This design comes from an exercise in tuning for small area on the open sky130 flow, not from production work.
Only simulation tests tie the RTL to the original design; equivalence was not proved.

Setup of wip/fjord:
Design CORDIC_Top, start of the top module:
module CORDIC_Top (
    input clk,
    input [31:0] target,
    output [31:0] cos_x
);
Size: ~2600 cells after synthesis, ~220 flip-flops, roughly 65 I/O pins, roughly 24000 sq um of cells after synthesis.
clock: 10.0 ns
lec_check: 0
cap_margin: 10
core_margin: 2
core_utilization: 40
cts_buf_list: sky130_fd_sc_hd__clkbuf_8
cts_cluster_diameter: 50
cts_cluster_size: 20
gpl_timing_driven: 0
slew_margin: 10
standard.sh (not shown) runs the stock make flow with config.mk's settings and CLKGATE_MAP_FILE= SYNTH_SCRIPT=/design/flow/synth_recipe.tcl, a recipe that flattens the netlist after the stock synthesis.
==> flow/flow/run.sh <==
#!/bin/bash
# The standard layout (standard.sh: standard synthesis and ORFS flow with
# config.mk's settings), with these changes:
#  - the port buffers are made of the smallest buffer cell instead of the one
#    buffer_ports picks by itself (every input and output port still gets its
#    own buffer);
#  - clock tree synthesis adds no dummy loads (same arguments as ORFS builds
#    from config.mk, plus -dont_use_dummy_load).
set -euo pipefail
export BUFFER_PORTS_ARGS="-buffer_cell sky130_fd_sc_hd__buf_1"
export CTS_ARGS="-sink_clustering_enable -repair_clock_nets -sink_clustering_size 20 -sink_clustering_max_diameter 50 -buf_list sky130_fd_sc_hd__clkbuf_8 -dont_use_dummy_load"
bash standard.sh > standard.log 2>&1
wip/fjord finished every step from synthesis to the final layout, and the layout passed the timing, DRC and antenna checks.
What wip/pepper does differently from wip/fjord at the input level:
Settings: swapping sky130_fd_sc_hd__clkbuf_8 for sky130_fd_sc_hd__clkbuf_16 in CTS_BUF_LIST; swapping 50 for 80 in CTS_CLUSTER_DIAMETER; swapping 20 for 30 in CTS_CLUSTER_SIZE.
==> flow/flow/run.sh <==
#!/bin/bash
# The standard layout (standard.sh: standard synthesis and ORFS flow with
# config.mk's settings), with two changes:
#  - the port buffers are made of the smallest buffer cell instead of the one
#    buffer_ports picks by itself (every input and output port still gets its
#    own buffer);
#  - clock tree synthesis adds no dummy loads (same arguments as ORFS builds
#    from config.mk, plus -dont_use_dummy_load).
set -euo pipefail
export BUFFER_PORTS_ARGS="-buffer_cell sky130_fd_sc_hd__buf_1"
export CTS_ARGS="-sink_clustering_enable -repair_clock_nets -sink_clustering_size 30 -sink_clustering_max_diameter 80 -buf_list sky130_fd_sc_hd__clkbuf_16 -dont_use_dummy_load"
bash standard.sh > standard.log 2>&1
### Flow results
- Via total after detailed routing: wip/pepper vs wip/fjord — no meaningful difference
- Diff wip/fjord -> wip/pepper: design area shows an increase of 0.33%, met3 global-route usage shows no meaningful change, routed wire length shows no meaningful change.
- wip/pepper against wip/fjord: net count reported at finish held; worst setup slack after layout went up 11 ps; utilization held; detail-routed net length per standard cell went up 0.090 um.
- Of wip/pepper and wip/fjord, it is wip/pepper that has the higher relative area change from synthesis to final layout.
diff inputs: wip/pepper => wip/violet
==> flow/flow/run.sh <==
#!/bin/bash
# The standard layout (standard.sh: standard synthesis and ORFS flow with
# config.mk's settings), with the port buffers made of the smallest buffer
# cell instead of the one buffer_ports picks by itself.  Every input and
# output port still gets its own buffer.
set -euo pipefail
export BUFFER_PORTS_ARGS="-buffer_cell sky130_fd_sc_hd__buf_1"
bash standard.sh > standard.log 2>&1
### Flow results
The met2 layer usage reported by global route of wip/violet and that of wip/pepper are within noise of each other.
Compared wip/violet against wip/pepper; fraction of area in registers within noise.
Delay of the slowest cell on the worst path: wip/violet < wip/pepper
wip/violet against wip/pepper: core utilization went up by 0.39 points, total number of vias was more or less identical, maximum frequency was more or less identical.
Edits applied to the flow inputs when going from wip/violet to wip/amber:
Settings: CTS_CLUSTER_DIAMETER changed from 80 to 40; CTS_BUF_LIST changed from sky130_fd_sc_hd__clkbuf_16 to sky130_fd_sc_hd__clkbuf_4; CTS_CLUSTER_SIZE changed from 30 to 10.
==> flow/flow/run.sh <==
#!/bin/bash
# The standard layout (standard.sh: standard synthesis and ORFS flow with
# config.mk's settings), with these changes:
#  - the port buffers are made of the smallest buffer cell instead of the one
#    buffer_ports picks by itself (every input and output port still gets its
#    own buffer);
#  - clock tree synthesis adds no dummy loads (same arguments as ORFS builds
#    from config.mk, plus -dont_use_dummy_load).
set -euo pipefail
export BUFFER_PORTS_ARGS="-buffer_cell sky130_fd_sc_hd__buf_1"
export CTS_ARGS="-sink_clustering_enable -repair_clock_nets -sink_clustering_size 10 -sink_clustering_max_diameter 40 -buf_list sky130_fd_sc_hd__clkbuf_4 -dont_use_dummy_load"
bash standard.sh > standard.log 2>&1
## What came out
- When wip/amber is set beside wip/violet, its fmax turns out to be 0.67 MHz smaller.
- There was hardly any difference in total area of sequential cells between wip/violet and wip/amber.
- Going from wip/violet to wip/amber, layout clock buffer count increased 14; synthesis-to-finish area growth fell 1.6 points; design area saw a decrease; core utilization now sits lower.
- Reported for wip/amber and wip/violet, total grt overflow turned out identical to the last digit.
- Changes observed in wip/amber relative to wip/violet: via count has remained practically unchanged, non-filler instance count after layout ~0 delta.
Edits applied to the flow inputs when going from wip/amber to wip/ember:
Settings: CTS_BUF_LIST now sky130_fd_sc_hd__clkbuf_8, was sky130_fd_sc_hd__clkbuf_4; CTS_CLUSTER_DIAMETER now 50, was 40; CTS_CLUSTER_SIZE now 20, was 10.
==> flow/flow/run.sh <==
#!/bin/bash
# The standard layout (standard.sh: standard synthesis and ORFS flow with
# config.mk's settings), with two changes:
#  - the port buffers are made of the smallest buffer cell instead of the one
#    buffer_ports picks by itself (every input and output port still gets its
#    own buffer);
#  - after global routing, repair_timing -recover_power downsizes the gates
#    that are not timing-critical (ORFS RECOVER_POWER);
#  - clock tree synthesis adds no dummy loads (same arguments as ORFS builds
#    from config.mk, plus -dont_use_dummy_load).
set -euo pipefail
export BUFFER_PORTS_ARGS="-buffer_cell sky130_fd_sc_hd__buf_1"
export CTS_ARGS="-sink_clustering_enable -repair_clock_nets -sink_clustering_size 20 -sink_clustering_max_diameter 50 -buf_list sky130_fd_sc_hd__clkbuf_8 -dont_use_dummy_load"
export RECOVER_POWER=100
bash standard.sh > standard.log 2>&1
Notes after the runs:
- wip/ember was carried through to the last stage, and its layout satisfied the timing, DRC and antenna checks.
- Higher required arrival time at the worst endpoint goes to wip/amber over wip/ember.
- Between wip/amber and wip/ember, the difference in mean number of vias per cell is negligible.
- When wip/ember is measured against wip/amber, its fraction of area in multi-input gates turns out 0.33 points lower.
- wip/ember vs wip/amber on data arrival at the endpoint of the critical path: wip/ember is the lower one.
> inputs changed (wip/ember -> wip/nickel)
==> flow/flow/run.sh <==
#!/bin/bash
# The standard layout (standard.sh: standard synthesis and ORFS flow with
# config.mk's settings), with two changes:
#  - the port buffers are made of the smallest buffer cell instead of the one
#    buffer_ports picks by itself (every input and output port still gets its
#    own buffer);
#  - clock tree synthesis adds no dummy loads (same arguments as ORFS builds
#    from config.mk, plus -dont_use_dummy_load).
set -euo pipefail
export BUFFER_PORTS_ARGS="-buffer_cell sky130_fd_sc_hd__buf_1"
export CTS_ARGS="-sink_clustering_enable -repair_clock_nets -sink_clustering_size 20 -sink_clustering_max_diameter 50 -buf_list sky130_fd_sc_hd__clkbuf_8 -dont_use_dummy_load"
bash standard.sh > standard.log 2>&1
Findings:
On wire length on met1, wip/ember and wip/nickel are basically level.
Looking at wip/ember and wip/nickel, the post-route fraction of the period consumed by the critical path is a wash.
In wip/nickel, smallest setup slack after layout is lower than in wip/ember.
Between wip/ember and wip/nickel, the wire length figures differ only marginally.
Comparing wip/ember with wip/nickel, the synthesis-to-finish area growth came out essentially unchanged.
Going from wip/ember to wip/nickel, count of buffers from port buffering neither gained nor lost much.

-- afterwards: timing with drivers on the ports --
How much do the figures lean on ideal ports? The routed layouts below were timed once more, with nothing changed but the port constraints. Step 1 assumes that a clkbuf_16 drives the clock port and a buf_2 every other input. Step 2, shift: input delay + t, output delay - t, t = (earliest + latest rising clock arrival at the registers) / 2. This alone moves slack from input paths to output paths. Three values: ideal ports, drivers, drivers and shift; two values: the first two.
| run | t, ns | setup slack, ns | worst slew at a driven data input, ns |
|---|---|---|---|
| wip/fjord | 0.594 | 0.406 / 0.406 / -0.107 | 0.05 |
| wip/pepper | 0.548 | 0.417 / 0.417 / 0.049 | 0.05 |
| wip/violet | 0.564 | 0.445 / 0.445 / 0.065 | 0.05 |
| wip/amber | 0.747 | 0.384 / 0.384 / -0.119 | 0.05 |
| wip/ember | 0.595 | 0.419 / 0.419 / -0.079 | 0.05 |
| wip/nickel | 0.594 | 0.406 / 0.406 / -0.107 | 0.05 |
Met with ideal ports but missed after step 2: setup timing in wip/fjord, wip/amber, wip/ember and wip/nickel.
